This design comes from an exercise in tuning for small area and a short achievable clock period on the open sky130 flow, not from production work. In this exercise RTL edits were held to simulation tests only and were not proved equivalent to the original. The clock port is modelled as an ideal driver, which makes a skipped or thinned clock tree look cheaper than it is; a real chip needs a root buffer or a tree. Power is estimated from default activity; no workload was simulated.

==> flow/design.v <==
`timescale 1ns / 1ps
module conv( input clk, input data_in, input [1:0]row_in, input [1:0]col_in,
input signed [7:0]data, output reg signed [7:0]out );
reg [7:0] n00, n01, n02, x20, x21, x22;
wire w0 = data_in & (row_in == 2'd0);
wire w2 = data_in & (row_in == 2'd2);
always @(posedge clk) begin
  if (w0 & (col_in == 2'd0)) n00 <= ~data;
  if (w0 & (col_in == 2'd1)) n01 <= ~data;
  if (w0 & (col_in == 2'd2)) n02 <= ~data;
  if (w2 & (col_in == 2'd0)) x20 <= data;
  if (w2 & (col_in == 2'd1)) x21 <= data;
  if (w2 & (col_in == 2'd2)) x22 <= data;
end
wire [10:0] a = {3'b0, x20}, b = {3'b0, x22}, c = {3'b0, n00};
wire [10:0] d = {3'b0, n02}, e = {2'b0, x21, 1'b0}, f = {2'b0, n01, 1'b0};
wire [10:0] s1 = a ^ b ^ c;
wire [10:0] c1 = {(a & b | a & c | b & c), 1'b1};
wire [10:0] s2 = d ^ e ^ f;
wire [10:0] maj2 = d & e | d & f | e & f;    
wire [10:0] c2 = {maj2[9:1], 1'b1, 1'b0};
wire [10:0] s3 = s1 ^ c1 ^ s2;
wire [10:0] c3 = {(s1 & c1 | s1 & s2 | c1 & s2), 1'b1};
wire [10:0] s4 = s3 ^ c3 ^ c2;
wire [10:0] c4 = {(s3 & c3 | s3 & c2 | c3 & c2), 1'b0};
wire [7:0] g = s4[7:0] & c4[7:0];
wire [7:0] p = s4[7:0] ^ c4[7:0];
wire [7:0] g1, p1, g2, p2, g3;
genvar i;
generate for (i = 0; i < 8; i = i + 1) begin : ks
  assign g1[i] = (i >= 1) ? g[i] | p[i] & g[i-1] : g[i];
  assign p1[i] = (i >= 1) ? p[i] & p[i-1] : p[i];
  assign g2[i] = (i >= 2) ? g1[i] | p1[i] & g1[i-2] : g1[i];
  assign p2[i] = (i >= 2) ? p1[i] & p1[i-2] : p1[i];
  assign g3[i] = (i >= 4) ? g2[i] | p2[i] & g2[i-4] : g2[i];
end endgenerate
wire [8:0] cy = {g3, 1'b0};           
wire g1_copy = ~(~s4[1] | ~c4[1]);
wire [7:0] lo = p ^ {cy[7:3], g1_copy, cy[1:0]};
localparam [127:0] HTAB = 128'hfffffffffffffffbfffbb220b2200000;
wire [4:0] hb = {c4[10], c4[9], s4[9], c4[8], s4[8]};
wire [3:0] hf = HTAB[hb*4 +: 4];
wire sat  = cy[8] ? hf[0] : hf[2];
wire pass = cy[8] ? hf[1] : hf[3];
wire hold = data_in;
always @(posedge clk)
  out <= {8{hold}} & out | {8{~hold & sat}} | {8{~hold & pass}} & lo;
endmodule
==> flow/flow/run.sh <==
#!/bin/bash
# Layout flow: the standard ORFS flow (standard.sh) with these changes.
#  - Synthesis: Yosys synth without its early ABC pass (SYNTH_ARGS=-noabc), so the
#    carry-save adder written in the RTL reaches extract_fa intact; ABC area script;
#    half-adder cells are don't-use (full adders are still used). Registers come out
#    as in the standard synthesis.
#  - Port buffers are buf_2 cells; core utilisation 60%; hold repair margin 0.2 ns.
#  - After clock tree synthesis, flow/skew.tcl (POST_CTS_TCL):
#      1. flow/tree.tcl replaces the clock tree by TREE_N clkbuf_8 cells on the clock
#         port, each driving one group of flip-flops;
#      2. the clock of the out register gets a buffer and delay cells (useful skew
#         for the paths from the window registers into out);
#      3. the nets driving many flip-flop enable pins get a buffer;
#      4. the paths from the input ports are repaired up to the slack the skew reached.
# make's output (all tools) goes to standard.log here; ORFS's per-step logs are
# under orfs/logs.
export TREE_N=4
export TREE_CELL=sky130_fd_sc_hd__clkbuf_8
export SKEW_DRV_CELL=sky130_fd_sc_hd__clkbuf_4
export SKEW_REPAIR_GAIN=0
export SKEW_OUT_MARGIN=0
export SKEW_DE_FANOUT=4
export SKEW_DE_BUF=sky130_fd_sc_hd__buf_2
export SKEW_INPUT_EXTRA=0.1
export SKEW_HOLD_MARGIN=0.25
# The platform's don't-use list, then the half-adder cells.
DU="sky130_fd_sc_hd__lpflow_bleeder_1 sky130_fd_sc_hd__lpflow_clkbufkapwr_1 sky130_fd_sc_hd__lpflow_clkbufkapwr_16 sky130_fd_sc_hd__lpflow_clkbufkapwr_2 sky130_fd_sc_hd__lpflow_clkbufkapwr_4 sky130_fd_sc_hd__lpflow_clkbufkapwr_8 sky130_fd_sc_hd__lpflow_clkinvkapwr_1 sky130_fd_sc_hd__lpflow_clkinvkapwr_16 sky130_fd_sc_hd__lpflow_clkinvkapwr_2 sky130_fd_sc_hd__lpflow_clkinvkapwr_4 sky130_fd_sc_hd__lpflow_clkinvkapwr_8 sky130_fd_sc_hd__lpflow_decapkapwr_12 sky130_fd_sc_hd__lpflow_decapkapwr_3 sky130_fd_sc_hd__lpflow_decapkapwr_4 sky130_fd_sc_hd__lpflow_decapkapwr_6 sky130_fd_sc_hd__lpflow_decapkapwr_8 sky130_fd_sc_hd__lpflow_inputiso0n_1 sky130_fd_sc_hd__lpflow_inputiso0p_1 sky130_fd_sc_hd__lpflow_inputiso1n_1 sky130_fd_sc_hd__lpflow_inputiso1p_1 sky130_fd_sc_hd__lpflow_inputisolatch_1 sky130_fd_sc_hd__lpflow_isobufsrc_1 sky130_fd_sc_hd__lpflow_isobufsrc_16 sky130_fd_sc_hd__lpflow_isobufsrc_2 sky130_fd_sc_hd__lpflow_isobufsrc_4 sky130_fd_sc_hd__lpflow_isobufsrc_8 sky130_fd_sc_hd__lpflow_isobufsrckapwr_16 sky130_fd_sc_hd__lpflow_lsbuf_lh_hl_isowell_tap_1 sky130_fd_sc_hd__lpflow_lsbuf_lh_hl_isowell_tap_2 sky130_fd_sc_hd__lpflow_lsbuf_lh_hl_isowell_tap_4 sky130_fd_sc_hd__lpflow_lsbuf_lh_isowell_4 sky130_fd_sc_hd__lpflow_lsbuf_lh_isowell_tap_1 sky130_fd_sc_hd__lpflow_lsbuf_lh_isowell_tap_2 sky130_fd_sc_hd__lpflow_lsbuf_lh_isowell_tap_4 sky130_fd_sc_hd__probe_p_8 sky130_fd_sc_hd__probec_p_8  sky130_fd_sc_hd__ha_1 sky130_fd_sc_hd__ha_2 sky130_fd_sc_hd__ha_4"
bash standard.sh DONT_USE_CELLS="$DU" SYNTH_ARGS=-noabc ABC_AREA=1 BUFFER_PORTS_ARGS='-buffer_cell sky130_fd_sc_hd__buf_2' CORE_UTILIZATION=60 HOLD_SLACK_MARGIN=0.2 POST_CTS_TCL=$PWD/flow/skew.tcl finish > standard.log 2>&1
==> flow/flow/skew.tcl <==
# Run after clock tree synthesis (POST_CTS_TCL). Optionally replaces the clock
# tree (tree.tcl). Then useful skew for the paths from the window registers
# into the out register: the clock of the out flip-flops gets a buffer
# (SKEW_DRV_CELL) and a chain of delay cells in front of it. Each cell of the
# chain is chosen from a list by the worst slack it gives to the paths into and
# out of the out flip-flops, and the chain stops when no cell improves that
# slack. Then optional repairs of the enable nets and of the input paths.
proc skew_env {name default} {
  if {[info exists ::env($name)] && $::env($name) ne ""} { return $::env($name) }
  return $default
}
set drv_cell [skew_env SKEW_DRV_CELL sky130_fd_sc_hd__clkbuf_4]
set cands [skew_env SKEW_CANDS {sky130_fd_sc_hd__clkdlybuf4s50_1 sky130_fd_sc_hd__clkdlybuf4s25_1 sky130_fd_sc_hd__clkdlybuf4s18_1 sky130_fd_sc_hd__clkdlybuf4s15_1 sky130_fd_sc_hd__clkbuf_1}]
set max_cells [skew_env SKEW_MAX_CELLS 6]
set ::skew_out_margin [skew_env SKEW_OUT_MARGIN 0]

# The slack the skew trades: the worst of the paths into the out flip-flops
# and the paths from them to the output ports.
proc skew_ws {} {
  estimate_parasitics -placement
  set d [get_pins -of_objects $::skew_out_regs -filter "direction == input"]
  set a [get_property [find_timing_paths -to $d -path_delay max] slack]
  set b [get_property [find_timing_paths -to [all_outputs] -path_delay max] slack]
  return [expr {min($a, $b - $::skew_out_margin)}]
}
proc skew_input_pin {inst} {
  return [get_pins -of_objects [get_cells $inst] -filter "direction == input"]
}

# Optionally replace the clock tree first (flow/tree.tcl).
if {[skew_env TREE_N 0] > 0} {
  source [file join [file dirname [info script]] tree.tcl]
  estimate_parasitics -placement
}
set pins {}
foreach pin [all_registers -clock_pins] {
  if {[string match {out\[*} [get_full_name $pin]]} { lappend pins $pin }
}
puts "skew: [llength $pins] out clock pins"
set ::skew_out_regs [get_cells -of_objects $pins]
set ws0 [skew_ws]
puts "skew: worst setup slack without skew $ws0"
set head [insert_buffer -buffer_cell $drv_cell -load_pins $pins -load_pins_on_diff_nets -buffer_name skew_drv -net_name skew_net]
set ws [skew_ws]
puts "skew: driver $head ($drv_cell): worst setup slack $ws"
if {$ws <= $ws0} {
  remove_buffers $head
  estimate_parasitics -placement
  puts "skew: no gain, driver removed"
} else {
  for {set i 0} {$i < $max_cells} {incr i} {
    set x [insert_buffer -buffer_cell [lindex $cands 0] -load_pins [skew_input_pin $head] -buffer_name skew_dly$i -net_name skew_net]
    set best ""
    set best_ws $ws
    foreach c $cands {
      replace_cell $x $c
      set w [skew_ws]
      puts "skew:   $c: $w"
      if {$w > $best_ws + 0.002} { set best $c; set best_ws $w }
    }
    if {$best eq ""} {
      remove_buffers $x
      estimate_parasitics -placement
      puts "skew: no cell improves the slack; chain done"
      break
    }
    replace_cell $x $best
    set head $x
    set ws [skew_ws]
    puts "skew: added $x ($best): worst setup slack $ws"
  }
}
# Optionally, give the nets that drive the flip-flops' enable pins
# (SKEW_DE_FANOUT or more of them) a stronger driver: the same cell at drive
# strength 4 when the library has it.
set de_fanout [skew_env SKEW_DE_FANOUT 0]
if {$de_fanout > 0} {
  set lib_cells {}
  foreach n [[ord::get_db_block] getNets] {
    set de 0
    set drv ""
    foreach it [$n getITerms] {
      if {[$it getMTerm] ne "" && [[$it getMTerm] getName] eq "DE"} { incr de }
      if {[$it isOutputSignal]} { set drv [$it getInst] }
    }
    if {$de >= $de_fanout && $drv ne "" && [string match {sky130_fd_sc_hd__buf_*} [[$drv getMaster] getName]]} {
      puts "skew: [$n getName] ($de enable pins) is already driven by a buffer"
    } elseif {$de >= $de_fanout && $drv ne "" && [skew_env SKEW_DE_BUF ""] ne ""} {
      set b [insert_buffer -buffer_cell [skew_env SKEW_DE_BUF ""] -net [$n getName]]
      puts "skew: buffered [$n getName] ($de enable pins) with [skew_env SKEW_DE_BUF ""]"
    } elseif {$de >= $de_fanout && $drv ne ""} {
      set m [[$drv getMaster] getName]
      regsub {_[0-9]+$} $m {_4} m4
      if {$m4 ne $m && [[ord::get_db] findMaster $m4] ne "NULL"} {
        puts "skew: [$drv getName] $m -> $m4 (drives $de enable pins)"
        replace_cell [$drv getName] $m4
      }
    }
  }
  estimate_parasitics -placement
  puts "skew: after enable drivers, worst setup slack [worst_slack -max]"
}
# Optionally, repair the paths from the input ports alone (the skew does not
# change them) up to the slack the skew reached, plus SKEW_INPUT_EXTRA.
set in_extra [skew_env SKEW_INPUT_EXTRA ""]
if {$in_extra ne ""} {
  set target [expr {[skew_ws] + $in_extra}]
  set d [get_pins -of_objects $::skew_out_regs -filter "direction == input"]
  set_false_path -setup -to $d
  set_false_path -setup -to [all_outputs]
  estimate_parasitics -placement
  puts "skew: input paths: worst slack [worst_slack -max], target $target"
  repair_timing -setup -setup_margin $target -verbose
  unset_path_exceptions -setup -to $d
  unset_path_exceptions -setup -to [all_outputs]
  estimate_parasitics -placement
  puts "skew: after input repair, worst setup slack [worst_slack -max]"
}
# Optionally, size up cells on the worst paths once the skew is in place.
set gain [skew_env SKEW_REPAIR_GAIN 0]
if {$gain > 0} {
  estimate_parasitics -placement
  set ws [worst_slack -max]
  repair_timing -setup -setup_margin [expr {$ws + $gain}] -sequence [skew_env SKEW_REPAIR_SEQ "sizeup,swap"] -verbose
  estimate_parasitics -placement
  puts "skew: after repair, worst setup slack [worst_slack -max]"
}
# Optionally, repair hold here, where the setup slack the skew reached can be
# protected (SKEW_HOLD_MARGIN; the setup margin is that slack less 0.05 ns).
set hold_margin [skew_env SKEW_HOLD_MARGIN ""]
if {$hold_margin ne ""} {
  estimate_parasitics -placement
  set ws [worst_slack -max]
  repair_timing -hold -hold_margin $hold_margin -setup_margin [expr {$ws - 0.05}] -verbose
  estimate_parasitics -placement
  puts "skew: after hold repair, worst setup slack [worst_slack -max], worst hold slack [worst_slack -min]"
}
foreach n [[ord::get_db_block] getNets] {
  if {[string match skew_net* [$n getName]]} { $n setSigType CLOCK }
}
detailed_placement
check_placement -verbose
estimate_parasitics -placement
puts "skew: final worst setup slack [worst_slack -max]"
==> flow/flow/tree.tcl <==
# Replace the clock tree that CTS built with TREE_N clock buffers (TREE_CELL),
# each driven by the clock port and driving the clock pins of one group of
# flip-flops (groups by recursive bisection of their positions).
proc tree_env {name default} {
  if {[info exists ::env($name)] && $::env($name) ne ""} { return $::env($name) }
  return $default
}
proc tree_center {it} {
  set b [[$it getInst] getBBox]
  return [list [expr {([$b xMin] + [$b xMax]) / 2}] [expr {([$b yMin] + [$b yMax]) / 2}]]
}
# split a list of iterms into n groups, alternating the axis
proc tree_split {its n axis} {
  if {$n <= 1} { return [list $its] }
  set keyed {}
  foreach it $its { lappend keyed [list [lindex [tree_center $it] $axis] $it] }
  set sorted {}
  foreach k [lsort -integer -index 0 $keyed] { lappend sorted [lindex $k 1] }
  set n1 [expr {$n / 2}]
  set cut [expr {([llength $sorted] * $n1) / $n}]
  set a [lrange $sorted 0 [expr {$cut - 1}]]
  set b [lrange $sorted $cut end]
  return [concat [tree_split $a $n1 [expr {1 - $axis}]] [tree_split $b [expr {$n - $n1}] [expr {1 - $axis}]]]
}
set block [ord::get_db_block]
set clk_port_net [[$block findBTerm clk] getNet]
set master [[ord::get_db] findMaster [tree_env TREE_CELL sky130_fd_sc_hd__clkbuf_8]]
set nbuf [tree_env TREE_N 3]
set sinks {}
foreach inst [$block getInsts] {
  if {[string match {sky130_fd_sc_hd__*df*} [[$inst getMaster] getName]]} {
    lappend sinks [$inst findITerm CLK]
  }
}
# the old tree: every other instance on the clock nets
set old_nets {}
foreach n [$block getNets] {
  if {[$n getSigType] eq "CLOCK" && $n ne $clk_port_net} { lappend old_nets $n }
}
set old_insts {}
foreach n [concat [list $clk_port_net] $old_nets] {
  foreach it [$n getITerms] {
    set i [$it getInst]
    if {![string match {sky130_fd_sc_hd__*df*} [[$i getMaster] getName]] && [lsearch -exact $old_insts $i] < 0} { lappend old_insts $i }
  }
}
foreach it $sinks { $it disconnect }
foreach i $old_insts { puts "tree: removing [$i getName] ([[$i getMaster] getName])"; odb::dbInst_destroy $i }
foreach n $old_nets { if {[llength [$n getITerms]] == 0} { odb::dbNet_destroy $n } }
set k 0
foreach group [tree_split $sinks $nbuf 0] {
  set sx 0; set sy 0
  foreach it $group { lassign [tree_center $it] x y; incr sx $x; incr sy $y }
  set buf [odb::dbInst_create $block $master clk_tree_buf$k]
  $buf setLocation [expr {$sx / [llength $group]}] [expr {$sy / [llength $group]}]
  $buf setPlacementStatus PLACED
  set net [odb::dbNet_create $block clk_tree_net$k]
  $net setSigType CLOCK
  [$buf findITerm A] connect $clk_port_net
  [$buf findITerm X] connect $net
  foreach it $group { $it connect $net }
  puts "tree: clk_tree_buf$k ([$master getName]) drives [llength $group] clock pins"
  incr k
}
==> flow/standard.sh <==
#!/bin/bash
# synth_recipe.tcl (not shown) runs the flow's synth.tcl, then flattens the netlist and writes it again
# the make line also repeats each setting of config.mk as NAME=value (left out here)
make -C /OpenROAD-flow-scripts/flow DESIGN_CONFIG=/design/flow/config.mk WORK_HOME=/design/flow/orfs CLKGATE_MAP_FILE= SYNTH_SCRIPT=/design/flow/synth_recipe.tcl "${@:-finish}"
==> flow/config.mk <==
export PLATFORM = sky130hd
export DESIGN_NAME = conv
export DESIGN_NICKNAME = conv
export VERILOG_FILES = /design/flow/design.v
export SDC_FILE = /design/flow/constraint.sdc
export NUM_CORES = 4
export LEC_CHECK = 0
export CAP_MARGIN = 20
export CORE_MARGIN = 2
export CORE_UTILIZATION = 40
export SLEW_MARGIN = 20
==> flow/constraint.sdc <==
create_clock -name core_clock -period 6.0 [get_ports {clk}]
set_input_delay 1.2000 -clock core_clock [delete_from_list [all_inputs] [get_ports {clk}]]
set_output_delay 1.2000 -clock core_clock [all_outputs]
set_load 0.01 [all_outputs]
==> impl_metrics.py, run 1 <==
metrics = {
    "route": {
        "wl_met1_um": 2080,
        "highest_layer": "met4",
        "vias": 1714,
        "ant_nets": 0,
        "drt_first_pass_iters": 4,
        "wl_per_cell_um": 14.8,
        "via_per_inst": 5.31,
        "totalWireLength_um": 4780,
        "drc": 0,
        "wl_met2_um": 2370,
        "first_iter_violations": 51,
        "dr_wl_met3_um": 205,
    },
    "final_layout": {
        "layout_commonest_cell": "nand2_1",
        "nNetsFinal": 315,
        "syn2layout_area_growth_pct": 12.0,
        "final_cell_mix": "57 x nand2_1, 48 x edfxtp_1, 30 x fa_1",
        "diodes": 0,
        "utilization": 0.689,
        "fillers": 356,
        "postLayoutCellArea_um2": 3210,
        "drive_gt1_frac": 0.186,
    },
    "worst_setup_path": {
        "cp_max_fo": 2,
        "r2r_slack_ps": 3590,
        "crit_type": "register to output port",
        "rr_worst_depth": 14,
        "slowest_delay_ps": 340,
        "r2r-end": "out[5]",
        "required_ps": 4800,
        "end_kind": "output port",
        "cp.arrival_ps": 1240,
        "critPathSlowestCell": "dfxtp_1",
        "regToRegStartpoint": "x20[6]",
        "crit_family": "flip-flops",
        "path_cells": "buf_2",
        "cp-start-kind": "register",
        "critPathBufInv": 1,
    },
    "floorplanning": {
        "core-area_um2": 4660,
        "boundaryPins": 22,
        "dieWidth_um": 73.1,
        "start_util": 0.615,
        "die_h_um": 73.1,
        "num_rows": 25,
        "dieArea_um2": 5350,
    },
    "placement": {
        "dp_hpwl_um": 3550,
        "place_area_um2": 3070,
        "io_buffers": 21,
        "gp_congestion": 0.803,
        "preCtsSetupSlack_ps": 2900,
    },
    "logic_synthesis": {
        "postSynthCellCount": 233,
        "ys_seq_area_frac": 0.558,
        "post-synth-top-area-fraction": 0.503,
        "netlist_area_um2": 2870,
        "avgSynthCellArea_um2": 12.3,
        "synth-seq-cells": 56,
        "synth-simple-area-share": 0.173,
        "yosys-top-cells-area": "edfxtp_1 50%, fa_1 21%, nand2_1 7.5%",
        "synth_top_family_by_area": "adder cells",
        "ys.warnings.count": 1,
        "synth_xor_area_frac": 0.0153,
        "synthAdderAreaFrac": 0.209,
        "synth-compound-area-share": 0.00698,
        "synth_area_leader_cell": "edfxtp_1",
        "synth_mux_area_frac": 0,
        "ys_types": 21,
    },
    "global_route": {
        "antenna_found_initial": 0,
        "grt_overflow_total": 0,
        "grt_start_max_net_pins": 15,
        "grt_pass1_wl_um": 7780,
        "grtUsageTotal": 0.204,
        "grt_pass1_vias": 1713,
    },
    "hold_path": {
        "worstHoldStart": "n00[0]",
        "hold_path.class": "register to register",
        "hold_end": "out[1]",
        "hold_depth": 6,
    },
    "sta": {
        "rsz0062_at_grt": "no",
        "fmax_ghz": 0.409,
        "fin_skew_ps": 645,
        "drv_slew": 0,
        "finalCritPeriodShare": 0.407,
        "fin_crit_ps": 2440,
        "worstMarginPinSlew_ps": 314,
        "fin_setup_tns_ps": 0,
        "slew_headroom": 0.789,
        "fin_ws_ps": 3560,
        "setup_viol": 0,
        "final_hold_viol_count": 0,
    },
    "power": {
        "leakage_nw": 1.33,
        "p_total_w": 0.000851,
        "powerDensity_nw_per_um2": 265,
        "irDropWorstVdd_mv": 0.187,
    },
    "clock_tree": {
        "cts.clk_slew.worst_paths_ps": 90,
        "clk_latency_ps": 770,
        "clock_sinks": 56,
    },
    "run_status": {
        "outcome": "complete, no violations",
    },
    "flow_run": {
        "maxCapViolCount": 0,
    },
}
state kept, by name, indices dropped and copies added, names as in the netlist:
| register | cells |
|---|---|
| n00 | 8 |
| n01 | 8 |
| n02 | 8 |
| out | 8 |
| x20 | 8 |
| x21 | 8 |
| x22 | 8 |
final cells by class, clock buffers not listed:
class | count | area (um2) | area share
buffer | 4 | 55.1 | 0.0171
inverter | 27 | 105 | 0.0327
multi-input combinational | 149 | 1190 | 0.369
sequential | 56 | 1600 | 0.499
tap | 54 | 67.6 | 0.0210
timing repair buffer | 31 | 178 | 0.0553
layer usage:
| layer | GRT usage | up-vias |
|---|---|---|
| met5 | 0 | - |
| met4 | 0.0864 | 0 |
| met3 | 0.0401 | 8 |
| met2 | 0.339 | 32 |
| met1 | 0.264 | 839 |
| li1 | - | 835 |
worst reg2reg max path, cell delays in order (launching register included):
cell      delay (ps)
edfxtp_1         400
fa_1             530
fa_1             520
fa_1             580
inv_1             70
nand2_1           70
nand2_2           70
nand2_2           80
nor2_1            50
nor2_2           100
nand2_1           80
nand2_1           70
nand2_1           60
nand2_2          130
nand3_1          100
where the power goes:
group | internal [W] | total [W] | switching [W]
Clock | 0.0000798 | 0.000171 | 0.0000913
Sequential | 0.000449 | 0.000461 | 0.0000121
Combinational | 0.0000866 | 0.000219 | 0.000132
Total | 0.000615 | 0.000851 | 0.000235
logic make-up after synthesis:
kind of cell    after synthesis
compound gates                4
buf+inv                      28
xor+xnor                      5
fa+ha+maj                    30
simple gates                110
flops                        56
Yosys cell counts, drive strengths merged:
master,n
nand2,63
edfxtp,48
fa,30
inv,25
nand3,24
nor2,14
dfxtp,8
nor3,6
o21ai,4
xor2,3
clkinv,2
xnor2,2
buf,1
nand2b,1
nand4,1
or2,1
per-stage QoR:
stage | std cells | hold slack [ps]
after floorplan | 233 | 500
after global placement | 310 | 451
after detailed placement | 310 | 454
after global routing | 323 | 442
final | 323 | 375
worst max path at each step:
| stage | from | to | slack, ps | cells past startpoint |
|---|---|---|---|---|
| after floorplan | x20[6] | out[1] | 3200 | 14 |
| after global placement | data_in | x20[5] | 2960 | 6 |
| after detailed placement | data_in | x20[4] | 2900 | 6 |
| after global routing | x20[7] | out[5] | 3350 | 14 |
| final | out[6] | out[6] | 3560 | 1 |
==> inputs of run 2 (changes only) <==
--- a/flow/flow/run.sh
+++ b/flow/flow/run.sh
@@ -25,4 +25,4 @@
 export SKEW_HOLD_MARGIN=0.25
 # The platform's don't-use list, then the half-adder cells.
 DU="sky130_fd_sc_hd__lpflow_bleeder_1 sky130_fd_sc_hd__lpflow_clkbufkapwr_1 sky130_fd_sc_hd__lpflow_clkbufkapwr_16 sky130_fd_sc_hd__lpflow_clkbufkapwr_2 sky130_fd_sc_hd__lpflow_clkbufkapwr_4 sky130_fd_sc_hd__lpflow_clkbufkapwr_8 sky130_fd_sc_hd__lpflow_clkinvkapwr_1 sky130_fd_sc_hd__lpflow_clkinvkapwr_16 sky130_fd_sc_hd__lpflow_clkinvkapwr_2 sky130_fd_sc_hd__lpflow_clkinvkapwr_4 sky130_fd_sc_hd__lpflow_clkinvkapwr_8 sky130_fd_sc_hd__lpflow_decapkapwr_12 sky130_fd_sc_hd__lpflow_decapkapwr_3 sky130_fd_sc_hd__lpflow_decapkapwr_4 sky130_fd_sc_hd__lpflow_decapkapwr_6 sky130_fd_sc_hd__lpflow_decapkapwr_8 sky130_fd_sc_hd__lpflow_inputiso0n_1 sky130_fd_sc_hd__lpflow_inputiso0p_1 sky130_fd_sc_hd__lpflow_inputiso1n_1 sky130_fd_sc_hd__lpflow_inputiso1p_1 sky130_fd_sc_hd__lpflow_inputisolatch_1 sky130_fd_sc_hd__lpflow_isobufsrc_1 sky130_fd_sc_hd__lpflow_isobufsrc_16 sky130_fd_sc_hd__lpflow_isobufsrc_2 sky130_fd_sc_hd__lpflow_isobufsrc_4 sky130_fd_sc_hd__lpflow_isobufsrc_8 sky130_fd_sc_hd__lpflow_isobufsrckapwr_16 sky130_fd_sc_hd__lpflow_lsbuf_lh_hl_isowell_tap_1 sky130_fd_sc_hd__lpflow_lsbuf_lh_hl_isowell_tap_2 sky130_fd_sc_hd__lpflow_lsbuf_lh_hl_isowell_tap_4 sky130_fd_sc_hd__lpflow_lsbuf_lh_isowell_4 sky130_fd_sc_hd__lpflow_lsbuf_lh_isowell_tap_1 sky130_fd_sc_hd__lpflow_lsbuf_lh_isowell_tap_2 sky130_fd_sc_hd__lpflow_lsbuf_lh_isowell_tap_4 sky130_fd_sc_hd__probe_p_8 sky130_fd_sc_hd__probec_p_8  sky130_fd_sc_hd__ha_1 sky130_fd_sc_hd__ha_2 sky130_fd_sc_hd__ha_4"
-bash standard.sh DONT_USE_CELLS="$DU" SYNTH_ARGS=-noabc ABC_AREA=1 BUFFER_PORTS_ARGS='-buffer_cell sky130_fd_sc_hd__buf_2' CORE_UTILIZATION=60 HOLD_SLACK_MARGIN=0.2 POST_CTS_TCL=$PWD/flow/skew.tcl finish > standard.log 2>&1
+bash standard.sh DONT_USE_CELLS="$DU" SYNTH_ARGS=-noabc ABC_AREA=0 BUFFER_PORTS_ARGS='-buffer_cell sky130_fd_sc_hd__buf_2' CORE_UTILIZATION=60 HOLD_SLACK_MARGIN=0.2 POST_CTS_TCL=$PWD/flow/skew.tcl finish > standard.log 2>&1
==> impl_metrics.py, run 2 <==
metrics = {
    "placement": {
        "io_buffers": 21,
        "dp_hpwl_um": 3350,
        "gp_congestion": 0.821,
    },
    "logic_synthesis": {
        "ys_types": 35,
        "synth-seq-cells": 56,
        "yosysMostFrequentCell": "edfxtp_1",
        "synthFlopType": "edfxtp_1",
        "synthTopCellsByCount": "48 x edfxtp_1, 30 x fa_1, 9 x nor2_1",
        "post-synth-top-area-fraction": 0.527,
        "synth_area_leader_cell": "edfxtp_1",
        "postSynthCellCount": 164,
        "netlist_area_um2": 2740,
        "synth-edff-count": 48,
        "avgSynthCellArea_um2": 16.7,
        "ys.warnings.count": 1,
        "ys_seq_area_frac": 0.586,
        "yosys-top-cells-area": "edfxtp_1 53%, fa_1 22%, dfxtp_1 5.9%",
        "ys_async_sr_fraction": 0,
    },
    "final_layout": {
        "layout_commonest_cell": "edfxtp_1",
        "drive_gt1_frac": 0.225,
        "syn2layout_area_growth_pct": 13.4,
        "diodes": 0,
        "nNetsFinal": 250,
        "final_cell_mix": "48 x edfxtp_1, 30 x fa_1, 25 x buf_2",
    },
    "worst_setup_path": {
        "crit_family": "flip-flops",
        "path_cells": "buf_2",
        "required_ps": 4800,
        "cp.arrival_ps": 1440,
        "cp_max_fo": 2,
        "cp-start-kind": "register",
        "end_kind": "output port",
        "crit_type": "register to output port",
        "critPathSlowestCell": "dfxtp_1",
        "slowest_delay_ps": 350,
        "critPathBufInv": 1,
    },
    "hold_path": {
        "hold_path.class": "register to register",
    },
    "clock_tree": {
        "clk_latency_ps": 950,
        "cts.clk_slew.worst_paths_ps": 90,
        "clock_sinks": 56,
    },
    "floorplanning": {
        "boundaryPins": 22,
        "die_h_um": 71.5,
        "dieArea_um2": 5110,
        "start_util": 0.624,
        "core-area_um2": 4380,
        "dieWidth_um": 71.5,
        "num_rows": 24,
    },
    "sta": {
        "final_hold_viol_count": 0,
        "drv_slew": 0,
        "worstMarginPinSlew_ps": 587,
        "fin_setup_tns_ps": 0,
        "fmax_ghz": 0.379,
        "rsz0062_at_grt": "no",
        "setup_viol": 0,
        "fin_crit_ps": 2640,
        "fin_skew_ps": 831,
        "slew_headroom": 0.607,
        "finalCritPeriodShare": 0.440,
    },
    "power": {
        "powerDensity_nw_per_um2": 270,
        "irDropWorstVdd_mv": 0.187,
        "leakage_nw": 1.11,
        "p_total_w": 0.000837,
    },
    "route": {
        "first_iter_violations": 45,
        "via_per_inst": 5.57,
        "totalWireLength_um": 4450,
        "vias": 1427,
        "drt_first_pass_iters": 4,
        "drc": 0,
        "wl_per_cell_um": 17.4,
        "ant_nets": 0,
    },
    "global_route": {
        "grt_pass1_vias": 1603,
        "antenna_found_initial": 0,
        "grt_pass1_wl_um": 7420,
        "grt_overflow_total": 0,
        "grt_start_max_net_pins": 15,
        "grtUsageTotal": 0.198,
    },
    "flow_run": {
        "maxCapViolCount": 0,
    },
    "run_status": {
        "outcome": "complete, no violations",
    },
}
==> run 2: cell count changes after synthesis, moves of 8 or more <==
cell and change:
inv_1 -16, nand2_1 -52, nand3_1 -22, nor2b_1 +8, o22ai_1 +8
==> run 2: per-layer routing <==
metal  track usage  up-vias  share of wire
li1              -      671              -
met1         0.246      725           0.42
met2         0.350       21           0.53
met3        0.0352       10          0.023
met4        0.0755        0          0.023
met5             0        -              0
==> run 2: cell families (layout without fill, tap and decap cells) <==
family	after synthesis	in the layout	synth area share
flops	56	56	0.586
xor+xnor	12	12	0.0439
compound gates	21	21	0.0586
fa+ha+maj	31	31	0.223
buf+inv	9	49	0.0124
simple gates	35	35	0.0764
==> run 2: layout make-up, clock buffers not listed <==
cell class              instances  area [um2]
multi-input cells              99        1120
inverters                       8        30.0
repair buffers                 34         208
plain buffers                   4        55.1
well taps                      52        65.1
fillers                       303        1280
flip-flops and latches         56        1600
==> run 2: per-stage QoR <==
step / hold WS [ps] / setup WS [ps] / std cells / util / cell area [um2]
floorplan: 549 / 2830 / 164 / - / 2740
global placement: 495 / 2710 / 239 / 0.671 / 2940
detailed placement: 503 / 2600 / 239 / 0.671 / 2940
global route: 257 / 3260 / 256 / 0.708 / 3100
finish: 250 / 3360 / 256 / 0.708 / 3100
==> run 2: power by group <==
group	switching (W)	total (W)	internal, W	leakage [nW]
clock network	0.0000926	0.000180	0.0000877	0.0418
logic	0.000109	0.000201	0.0000912	0.569
registers	0.0000109	0.000456	0.000445	0.501
total	0.000213	0.000837	0.000624	1.11
==> run 2: final timing paths <==
| path | depth (start not counted) | slack [ps] | endpoint | start |
|---|---|---|---|---|
| hold / removal | 5 | 250 | out[2] | n01[0] |
| setup / recovery | 1 | 3360 | out[2] | out[2] |
| hold reg to reg | 5 | 250 | out[2] | n01[0] |
| setup reg to reg | 9 | 3390 | out[7] | x20[7] |
==> inputs of run 3 (changes only) <==
--- a/flow/flow/run.sh
+++ b/flow/flow/run.sh
@@ -22,7 +22,6 @@
 export SKEW_DE_FANOUT=4
 export SKEW_DE_BUF=sky130_fd_sc_hd__buf_2
 export SKEW_INPUT_EXTRA=0.1
-export SKEW_HOLD_MARGIN=0.25
 # The platform's don't-use list, then the half-adder cells.
 DU="sky130_fd_sc_hd__lpflow_bleeder_1 sky130_fd_sc_hd__lpflow_clkbufkapwr_1 sky130_fd_sc_hd__lpflow_clkbufkapwr_16 sky130_fd_sc_hd__lpflow_clkbufkapwr_2 sky130_fd_sc_hd__lpflow_clkbufkapwr_4 sky130_fd_sc_hd__lpflow_clkbufkapwr_8 sky130_fd_sc_hd__lpflow_clkinvkapwr_1 sky130_fd_sc_hd__lpflow_clkinvkapwr_16 sky130_fd_sc_hd__lpflow_clkinvkapwr_2 sky130_fd_sc_hd__lpflow_clkinvkapwr_4 sky130_fd_sc_hd__lpflow_clkinvkapwr_8 sky130_fd_sc_hd__lpflow_decapkapwr_12 sky130_fd_sc_hd__lpflow_decapkapwr_3 sky130_fd_sc_hd__lpflow_decapkapwr_4 sky130_fd_sc_hd__lpflow_decapkapwr_6 sky130_fd_sc_hd__lpflow_decapkapwr_8 sky130_fd_sc_hd__lpflow_inputiso0n_1 sky130_fd_sc_hd__lpflow_inputiso0p_1 sky130_fd_sc_hd__lpflow_inputiso1n_1 sky130_fd_sc_hd__lpflow_inputiso1p_1 sky130_fd_sc_hd__lpflow_inputisolatch_1 sky130_fd_sc_hd__lpflow_isobufsrc_1 sky130_fd_sc_hd__lpflow_isobufsrc_16 sky130_fd_sc_hd__lpflow_isobufsrc_2 sky130_fd_sc_hd__lpflow_isobufsrc_4 sky130_fd_sc_hd__lpflow_isobufsrc_8 sky130_fd_sc_hd__lpflow_isobufsrckapwr_16 sky130_fd_sc_hd__lpflow_lsbuf_lh_hl_isowell_tap_1 sky130_fd_sc_hd__lpflow_lsbuf_lh_hl_isowell_tap_2 sky130_fd_sc_hd__lpflow_lsbuf_lh_hl_isowell_tap_4 sky130_fd_sc_hd__lpflow_lsbuf_lh_isowell_4 sky130_fd_sc_hd__lpflow_lsbuf_lh_isowell_tap_1 sky130_fd_sc_hd__lpflow_lsbuf_lh_isowell_tap_2 sky130_fd_sc_hd__lpflow_lsbuf_lh_isowell_tap_4 sky130_fd_sc_hd__probe_p_8 sky130_fd_sc_hd__probec_p_8  sky130_fd_sc_hd__ha_1 sky130_fd_sc_hd__ha_2 sky130_fd_sc_hd__ha_4"
-bash standard.sh DONT_USE_CELLS="$DU" SYNTH_ARGS=-noabc ABC_AREA=0 BUFFER_PORTS_ARGS='-buffer_cell sky130_fd_sc_hd__buf_2' CORE_UTILIZATION=60 HOLD_SLACK_MARGIN=0.2 POST_CTS_TCL=$PWD/flow/skew.tcl finish > standard.log 2>&1
+bash standard.sh DONT_USE_CELLS="$DU" SYNTH_ARGS=-noabc ABC_AREA=1 BUFFER_PORTS_ARGS='-buffer_cell sky130_fd_sc_hd__buf_2' CORE_UTILIZATION=60 HOLD_SLACK_MARGIN=0.2 SYNTH_SCRIPT=$PWD/flow/synth_wrap.tcl POST_CTS_TCL=$PWD/flow/skew.tcl finish > standard.log 2>&1
==> flow/flow/abc_nobuf.script (new file) <==
strash
dch
map -B 0.9
topo
stime -c
--- a/flow/flow/skew.tcl
+++ b/flow/flow/skew.tcl
@@ -125,16 +125,6 @@
   estimate_parasitics -placement
   puts "skew: after repair, worst setup slack [worst_slack -max]"
 }
-# Optionally, repair hold here, where the setup slack the skew reached can be
-# protected (SKEW_HOLD_MARGIN; the setup margin is that slack less 0.05 ns).
-set hold_margin [skew_env SKEW_HOLD_MARGIN ""]
-if {$hold_margin ne ""} {
-  estimate_parasitics -placement
-  set ws [worst_slack -max]
-  repair_timing -hold -hold_margin $hold_margin -setup_margin [expr {$ws - 0.05}] -verbose
-  estimate_parasitics -placement
-  puts "skew: after hold repair, worst setup slack [worst_slack -max], worst hold slack [worst_slack -min]"
-}
 foreach n [[ord::get_db_block] getNets] {
   if {[string match skew_net* [$n getName]]} { $n setSigType CLOCK }
 }
==> flow/flow/synth_wrap.tcl (new file) <==
# The standard flow's synthesis script (synth_recipe.tcl in the folder above), with one change:
# ABC maps with flow/abc_nobuf.script, ORFS's area script without its final
# buffering and sizing steps (the layout flow sizes the cells itself).
set ::flow_abc_script [file join [file dirname [file normalize [info script]]] abc_nobuf.script]
proc flow_abc_script_swap {name1 name2 op} {
  upvar #0 abc_args a
  set i [lsearch -exact $a -script]
  if {$i >= 0} { lset a [expr {$i + 1}] $::flow_abc_script }
}
trace add variable ::abc_args write flow_abc_script_swap
source [file join [file dirname [file dirname [file normalize [info script]]]] synth_recipe.tcl]
==> impl_metrics.py, run 3 <==
metrics = {
    "final_layout": {
        "diodes": 0,
        "drive_gt1_frac": 0.170,
        "final_cell_mix": "62 x nand2_1, 48 x edfxtp_1, 30 x fa_1",
        "nNetsFinal": 316,
        "layout_commonest_cell": "nand2_1",
        "utilization": 0.721,
        "syn2layout_area_growth_pct": 13.3,
        "postLayoutCellArea_um2": 3200,
        "final_cells": 322,
    },
    "worst_setup_path": {
        "rr_worst_depth": 14,
        "end_kind": "register",
        "r2r_slack_ps": 3510,
        "cp-start-kind": "register",
        "cp_max_fo": 8,
        "crit_type": "register to register",
        "regToRegStartpoint": "x20[6]",
        "r2r-end": "out[0]",
        "cp.arrival_ps": 3160,
        "crit_path_start": "x20[6]",
        "cp-endpoint": "out[0]",
        "required_ps": 6670,
    },
    "sta": {
        "slew_headroom": 0.799,
        "setup_viol": 0,
        "finalCritPeriodShare": 0.415,
        "fin_crit_ps": 2490,
        "fin_skew_ps": 647,
        "rsz0062_at_grt": "no",
        "worstMarginPinSlew_ps": 298,
        "final_hold_viol_count": 0,
        "fmax_ghz": 0.401,
        "fin_setup_tns_ps": 0,
        "drv_slew": 0,
    },
    "route": {
        "ant_nets": 0,
        "drt_first_pass_iters": 4,
        "totalWireLength_um": 4710,
        "vias": 1706,
        "via_per_inst": 5.30,
        "drc": 0,
        "first_iter_violations": 102,
        "wl_per_cell_um": 14.6,
    },
    "logic_synthesis": {
        "ys_seq_area_frac": 0.566,
        "ys_async_sr_fraction": 0,
        "ys_types": 14,
        "yosys-top-cells-area": "edfxtp_1 51%, fa_1 21%, nand2_1 8.4%",
        "synth-seq-cells": 56,
        "postSynthCellCount": 232,
        "post-synth-top-area-fraction": 0.510,
        "netlist_area_um2": 2830,
        "avgSynthCellArea_um2": 12.2,
        "synthFlopType": "edfxtp_1",
        "synth-edff-count": 48,
        "yosysMostFrequentCell": "nand2_1",
        "ys.warnings.count": 1,
        "synth_area_leader_cell": "edfxtp_1",
        "synthTopCellsByCount": "63 x nand2_1, 48 x edfxtp_1, 30 x fa_1, 27 x clkinv_1, 24 x nand3_1",
    },
    "floorplanning": {
        "core-area_um2": 4440,
        "dieArea_um2": 5280,
        "start_util": 0.636,
        "die_h_um": 72.7,
        "boundaryPins": 22,
        "num_rows": 24,
        "dieWidth_um": 72.7,
    },
    "power": {
        "p_sw_w": 0.000232,
        "powerDensity_nw_per_um2": 264,
        "pwr-share-clk": 0.204,
        "internal_power_w": 0.000613,
        "irDropWorstVdd_mv": 0.185,
        "sw_frac_of_total": 0.275,
        "seqPwrFrac": 0.546,
        "combPwrFrac": 0.251,
        "leakage_nw": 1.25,
    },
    "global_route": {
        "antenna_found_initial": 0,
        "grtUsageTotal": 0.206,
        "grt_pass1_wl_um": 7820,
        "grt_pass1_vias": 1727,
        "grt_overflow_total": 0,
        "grt_start_max_net_pins": 15,
    },
    "clock_tree": {
        "cts.clk_slew.worst_paths_ps": 90,
        "clock_sinks": 56,
        "clk_latency_ps": 780,
    },
    "run_status": {
        "outcome": "complete, no violations",
    },
    "placement": {
        "io_buffers": 21,
        "place_area_um2": 3040,
        "gp_congestion": 0.806,
        "dp_hpwl_um": 3560,
        "dp.cells": 308,
    },
    "hold_path": {
        "hold_path.class": "register to register",
    },
    "flow_run": {
        "maxCapViolCount": 0,
    },
}
-- run 3: per-layer routing --
| metal | track usage | part of all wire | wire [um] | vias to the layer above |
|---|---|---|---|---|
| met3 | 0.0414 | 0.048 | 227 | 8 |
| met4 | 0.0638 | 0.016 | 73 | 0 |
| li1 | - | - | - | 839 |
| met1 | 0.273 | 0.42 | 1980 | 824 |
| met5 | 0 | 0 | 0 | - |
| met2 | 0.347 | 0.52 | 2430 | 35 |
-- run 3: final cells by class, clock buffers not listed --
type	count	area [um2]
tap	52	65.1
fill	319	1240
timing repair buffer	32	183
multi-input combinational	149	1180
sequential	56	1600
buffer	4	55.1
inverter	27	105
-- run 3: worst min path at each step --
stage / cells after the start / start / end
6_report: 5 / n02[0] / out[1]
3_5_place_dp: 2 / out[7] / out[7]
2_1_floorplan: 2 / out[1] / out[1]
3_3_place_gp: 2 / out[7] / out[7]
5_1_grt: 5 / n02[0] / out[1]
-- run 3: kinds of logic after synthesis --
group	synth area share
and+or+nand+nor	0.163
DFF	0.566
adders and majority gates	0.212
buffers and inverters	0.0358
xor gates and xnor gates	0.0155
AOI/OAI and AO/OA	0.00708
-- run 3: per-stage QoR --
stage	total power, W	setup WS [ps]	hold WS, ps
floorplan	0.000620	3080	499
global placement	0.000674	2960	453
detailed placement	0.000678	2860	457
global route	0.000896	3280	197
finish	0.000844	3510	123
-- run 3: power by group through the flow --
stage	sequential [W]	clock (W)	combinational [W]
after floorplan	0.000480	0	0.000140
after global placement	0.000469	0	0.000205
after detailed placement	0.000470	0	0.000208
after global routing	0.000464	0.000187	0.000244
final	0.000461	0.000172	0.000212
-- run 3: worst max-delay path: stages (launching register included) --
cell	delay (ps)
edfxtp_1	410
fa_1	530
fa_1	510
fa_1	580
clkinv_1	100
nand2_1	60
nand2_1	80
nand2_1	90
nor2_1	40
nor2_1	120
nand2_1	90
nand2_1	70
nand2_1	160
nand3_1	130
nand3_1	70
==> inputs of run 4 (changes only) <==
--- a/flow/flow/run.sh
+++ b/flow/flow/run.sh
@@ -24,4 +24,4 @@
 export SKEW_INPUT_EXTRA=0.1
 # The platform's don't-use list, then the half-adder cells.
 DU="sky130_fd_sc_hd__lpflow_bleeder_1 sky130_fd_sc_hd__lpflow_clkbufkapwr_1 sky130_fd_sc_hd__lpflow_clkbufkapwr_16 sky130_fd_sc_hd__lpflow_clkbufkapwr_2 sky130_fd_sc_hd__lpflow_clkbufkapwr_4 sky130_fd_sc_hd__lpflow_clkbufkapwr_8 sky130_fd_sc_hd__lpflow_clkinvkapwr_1 sky130_fd_sc_hd__lpflow_clkinvkapwr_16 sky130_fd_sc_hd__lpflow_clkinvkapwr_2 sky130_fd_sc_hd__lpflow_clkinvkapwr_4 sky130_fd_sc_hd__lpflow_clkinvkapwr_8 sky130_fd_sc_hd__lpflow_decapkapwr_12 sky130_fd_sc_hd__lpflow_decapkapwr_3 sky130_fd_sc_hd__lpflow_decapkapwr_4 sky130_fd_sc_hd__lpflow_decapkapwr_6 sky130_fd_sc_hd__lpflow_decapkapwr_8 sky130_fd_sc_hd__lpflow_inputiso0n_1 sky130_fd_sc_hd__lpflow_inputiso0p_1 sky130_fd_sc_hd__lpflow_inputiso1n_1 sky130_fd_sc_hd__lpflow_inputiso1p_1 sky130_fd_sc_hd__lpflow_inputisolatch_1 sky130_fd_sc_hd__lpflow_isobufsrc_1 sky130_fd_sc_hd__lpflow_isobufsrc_16 sky130_fd_sc_hd__lpflow_isobufsrc_2 sky130_fd_sc_hd__lpflow_isobufsrc_4 sky130_fd_sc_hd__lpflow_isobufsrc_8 sky130_fd_sc_hd__lpflow_isobufsrckapwr_16 sky130_fd_sc_hd__lpflow_lsbuf_lh_hl_isowell_tap_1 sky130_fd_sc_hd__lpflow_lsbuf_lh_hl_isowell_tap_2 sky130_fd_sc_hd__lpflow_lsbuf_lh_hl_isowell_tap_4 sky130_fd_sc_hd__lpflow_lsbuf_lh_isowell_4 sky130_fd_sc_hd__lpflow_lsbuf_lh_isowell_tap_1 sky130_fd_sc_hd__lpflow_lsbuf_lh_isowell_tap_2 sky130_fd_sc_hd__lpflow_lsbuf_lh_isowell_tap_4 sky130_fd_sc_hd__probe_p_8 sky130_fd_sc_hd__probec_p_8  sky130_fd_sc_hd__ha_1 sky130_fd_sc_hd__ha_2 sky130_fd_sc_hd__ha_4"
-bash standard.sh DONT_USE_CELLS="$DU" SYNTH_ARGS=-noabc ABC_AREA=1 BUFFER_PORTS_ARGS='-buffer_cell sky130_fd_sc_hd__buf_2' CORE_UTILIZATION=60 HOLD_SLACK_MARGIN=0.2 SYNTH_SCRIPT=$PWD/flow/synth_wrap.tcl POST_CTS_TCL=$PWD/flow/skew.tcl finish > standard.log 2>&1
+bash standard.sh DONT_USE_CELLS="$DU" SYNTH_ARGS=-noabc ABC_AREA=1 BUFFER_PORTS_ARGS='-buffer_cell sky130_fd_sc_hd__buf_2' CORE_UTILIZATION=60 HOLD_SLACK_MARGIN=0.2 ADDER_MAP_FILE=$PWD/flow/adder_map.v POST_CTS_TCL=$PWD/flow/skew.tcl finish > standard.log 2>&1
==> flow/flow/adder_map.v (new file) <==
// Full adders as two xor2 cells and a majority cell instead of the fa_1 cell:
// the sum takes two xor2 delays, faster than the fa_1 cell's sum output.
(* techmap_celltype = "$fa" *)
module _tech_fa (A, B, C, X, Y);
  parameter WIDTH = 1;
  (* force_downto *)
  input [WIDTH-1 : 0] A, B, C;
  (* force_downto *)
  output [WIDTH-1 : 0] X, Y;
  genvar i;
  generate for (i = 0; i < WIDTH; i = i + 1) begin
    wire t;
    sky130_fd_sc_hd__xor2_1 x1 (.A(A[i]), .B(B[i]), .X(t));
    sky130_fd_sc_hd__xor2_1 x2 (.A(t), .B(C[i]), .X(Y[i]));
    sky130_fd_sc_hd__maj3_1 m (.A(A[i]), .B(B[i]), .C(C[i]), .X(X[i]));
  end endgenerate
endmodule
removed: flow/flow/abc_nobuf.script
removed: flow/flow/synth_wrap.tcl
==> impl_metrics.py, run 4 <==
metrics = {
    "logic_synthesis": {
        "post-synth-top-area-fraction": 0.434,
        "synthTopCellsByCount": "83 x xor2_1, 48 x edfxtp_1, 43 x maj3_1, 40 x nand2_1, 34 x inv_1",
        "yosysMostFrequentCell": "xor2_1",
        "synth-seq-cells": 56,
        "synth_mux_area_frac": 0,
        "synth-compound-area-share": 0.00866,
        "synth-edff-count": 48,
        "yosys-top-cells-area": "edfxtp_1 43%, xor2_1 22%, maj3_1 13%",
        "ys_types": 20,
        "netlist_area_um2": 3320,
        "ys.warnings.count": 1,
        "ys_seq_area_frac": 0.482,
        "synth_area_leader_cell": "edfxtp_1",
        "synth_xor_area_frac": 0.219,
        "synth-simple-area-share": 0.118,
        "synthFlopType": "edfxtp_1",
        "synth_top_family_by_area": "XOR/XNOR gates",
        "avgSynthCellArea_um2": 10.8,
        "synthAdderAreaFrac": 0.130,
        "ys_async_sr_fraction": 0,
        "postSynthCellCount": 309,
    },
    "route": {
        "totalWireLength_um": 5280,
        "wl_per_cell_um": 12.0,
        "drt_first_pass_iters": 4,
        "drc": 0,
        "first_iter_violations": 114,
        "vias": 2144,
        "ant_nets": 0,
        "via_per_inst": 4.89,
    },
    "placement": {
        "place_area_um2": 3630,
        "io_buffers": 21,
        "gp_congestion": 0.778,
        "dp_hpwl_um": 3920,
    },
    "clock_tree": {
        "clock_sinks": 56,
        "clk_latency_ps": 870,
        "cts.clk_slew.worst_paths_ps": 80,
    },
    "floorplanning": {
        "boundaryPins": 22,
        "num_rows": 27,
        "dieArea_um2": 6150,
        "start_util": 0.611,
        "die_h_um": 78.4,
        "core-area_um2": 5440,
        "dieWidth_um": 78.4,
    },
    "power": {
        "pwr-share-clk": 0.191,
        "p_sw_w": 0.000289,
        "leakage_nw": 1.57,
        "irDropWorstVdd_mv": 0.217,
        "p_total_w": 0.000939,
        "combPwrFrac": 0.317,
        "seqPwrFrac": 0.492,
        "internal_power_w": 0.000650,
        "powerDensity_nw_per_um2": 251,
        "sw_frac_of_total": 0.308,
    },
    "final_layout": {
        "postLayoutCellArea_um2": 3740,
        "nNetsFinal": 382,
        "diodes": 0,
        "syn2layout_area_growth_pct": 12.7,
        "layout_commonest_cell": "xor2_1",
        "drive_gt1_frac": 0.126,
        "final_cell_mix": "83 x xor2_1, 48 x edfxtp_1, 43 x maj3_1",
    },
    "worst_setup_path": {
        "critPathBufInv": 1,
        "cp-start-kind": "register",
        "crit_family": "flip-flops",
        "slowest_delay_ps": 340,
        "worst-path-stages": 1,
        "required_ps": 4800,
        "path_cells": "buf_2",
        "rr_worst_depth": 15,
        "crit_type": "register to output port",
        "end_kind": "output port",
        "cp.arrival_ps": 1340,
        "cp_max_fo": 2,
        "critPathSlowestCell": "dfxtp_1",
    },
    "global_route": {
        "grtUsageTotal": 0.187,
        "grt_pass1_vias": 2041,
        "grt_start_max_net_pins": 15,
        "grt_overflow_total": 0,
        "grt_pass1_wl_um": 8790,
        "antenna_found_initial": 0,
    },
    "sta": {
        "fmax_ghz": 0.394,
        "fin_setup_tns_ps": 0,
        "final_hold_viol_count": 0,
        "drv_slew": 0,
        "fin_crit_ps": 2540,
        "rsz0062_at_grt": "no",
        "setup_viol": 0,
        "finalCritPeriodShare": 0.423,
        "fin_skew_ps": 739,
    },
    "hold_path": {
        "hold_depth": 6,
        "hold_path.class": "register to register",
    },
    "run_status": {
        "outcome": "complete, no violations",
    },
    "flow_run": {
        "maxCapViolCount": 0,
    },
}
## run 4: worst paths after layout
| kind | from | end | slack (ps) |
|---|---|---|---|
| hold reg to reg | n00[0] | out[0] | 210 |
| hold / removal | n00[0] | out[0] | 210 |
| setup / recovery | out[3] | out[3] | 3460 |
| setup reg to reg | x20[3] | out[2] | 3610 |
## run 4: worst register-to-register path, cell delays in order (launching register included)
cell	delay, ps
edfxtp_1	400
xor2_1	190
xor2_1	220
xor2_1	190
xor2_1	220
xor2_1	200
xor2_1	240
xor2_1	190
xor2_1	400
nand3_1	160
nand3_2	120
nand2_2	70
nand2_2	80
nand2_1	60
nand3_2	150
nand3_1	100
## run 4: cells by family after synthesis
group,after synthesis
other,1
flip-flops,56
XOR/XNOR,83
AO/OA/AOI/OAI,5
AND/OR/NAND/NOR,85
buffers and inverters,36
adder cells (fa/ha/maj),43
## run 4: metrics by stage
step	setup slack, ps	hold WS (ps)	util	cells
floorplan	3160	499	-	331
global placement	2910	449	0.668	426
detailed placement	2850	452	0.668	426
global route	3260	293	0.688	438
finish	3460	214	0.688	438
## run 4: layout make-up, clock buffers not listed
cell class                 instances  area [um2]
buffer                             4        55.1
fill                             440        1700
inverter                          35         135
multi-input combinational        239        1680
sequential                        56        1600
tap                               72        90.1
timing repair buffer              29         160
## run 4: power by group through the flow
stage | Clock, W | Sequential [W] | Combinational (W)
2_1_floorplan | 0 | 0.000482 | 0.000224
3_3_place_gp | 0 | 0.000470 | 0.000291
3_5_place_dp | 0 | 0.000472 | 0.000297
5_1_grt | 0.000196 | 0.000466 | 0.000342
6_report | 0.000179 | 0.000463 | 0.000298
## run 4: per-layer routing
| metal | global-route usage | vias up | part of all wire |
|---|---|---|---|
| met4 | 0.0474 | 0 | 0.010 |
| met5 | 0 | - | 0 |
| met2 | 0.341 | 29 | 0.51 |
| met1 | 0.226 | 992 | 0.45 |
| met3 | 0.0379 | 5 | 0.027 |
| li1 | - | 1118 | - |

==> re-timing with driven ports <==
No port has a modelled driver above. Below, the same layouts with a new extraction and two added sets of constraints. Step 1: set_driving_cell puts a clkbuf_16 on clk and a buf_2 on each other input, an assumption about the parent block. Step 2, shift: input delay + t, output delay - t, t = (earliest + latest rising clock arrival at the registers) / 2. This alone moves slack from input paths to output paths. Three values: ideal, step 1, step 2; two values: the first two.
run	t, ns	setup slack, ns	worst hold slack (ns)	latest minus earliest clock arrival (ns)
run 1	0.499	3.555 / 3.501 / 3.174	0.375 / 0.375 / 0.375	0.645 / 0.645
run 2	0.594	3.358 / 3.302 / 2.922	0.250 / 0.250 / 0.250	0.831 / 0.830
run 3	0.513	3.507 / 3.491 / 3.154	0.123 / 0.123 / 0.123	0.648 / 0.648
run 4	0.557	3.459 / 3.401 / 3.211	0.214 / 0.214 / 0.214	0.739 / 0.739
In every run listed the clock reaches the registers at very different times; t lies between them, and the last value is a rough guide only. The setup slack of run 2, which loses most, moves by -0.056 ns with the drivers and by -0.436 ns with both steps.
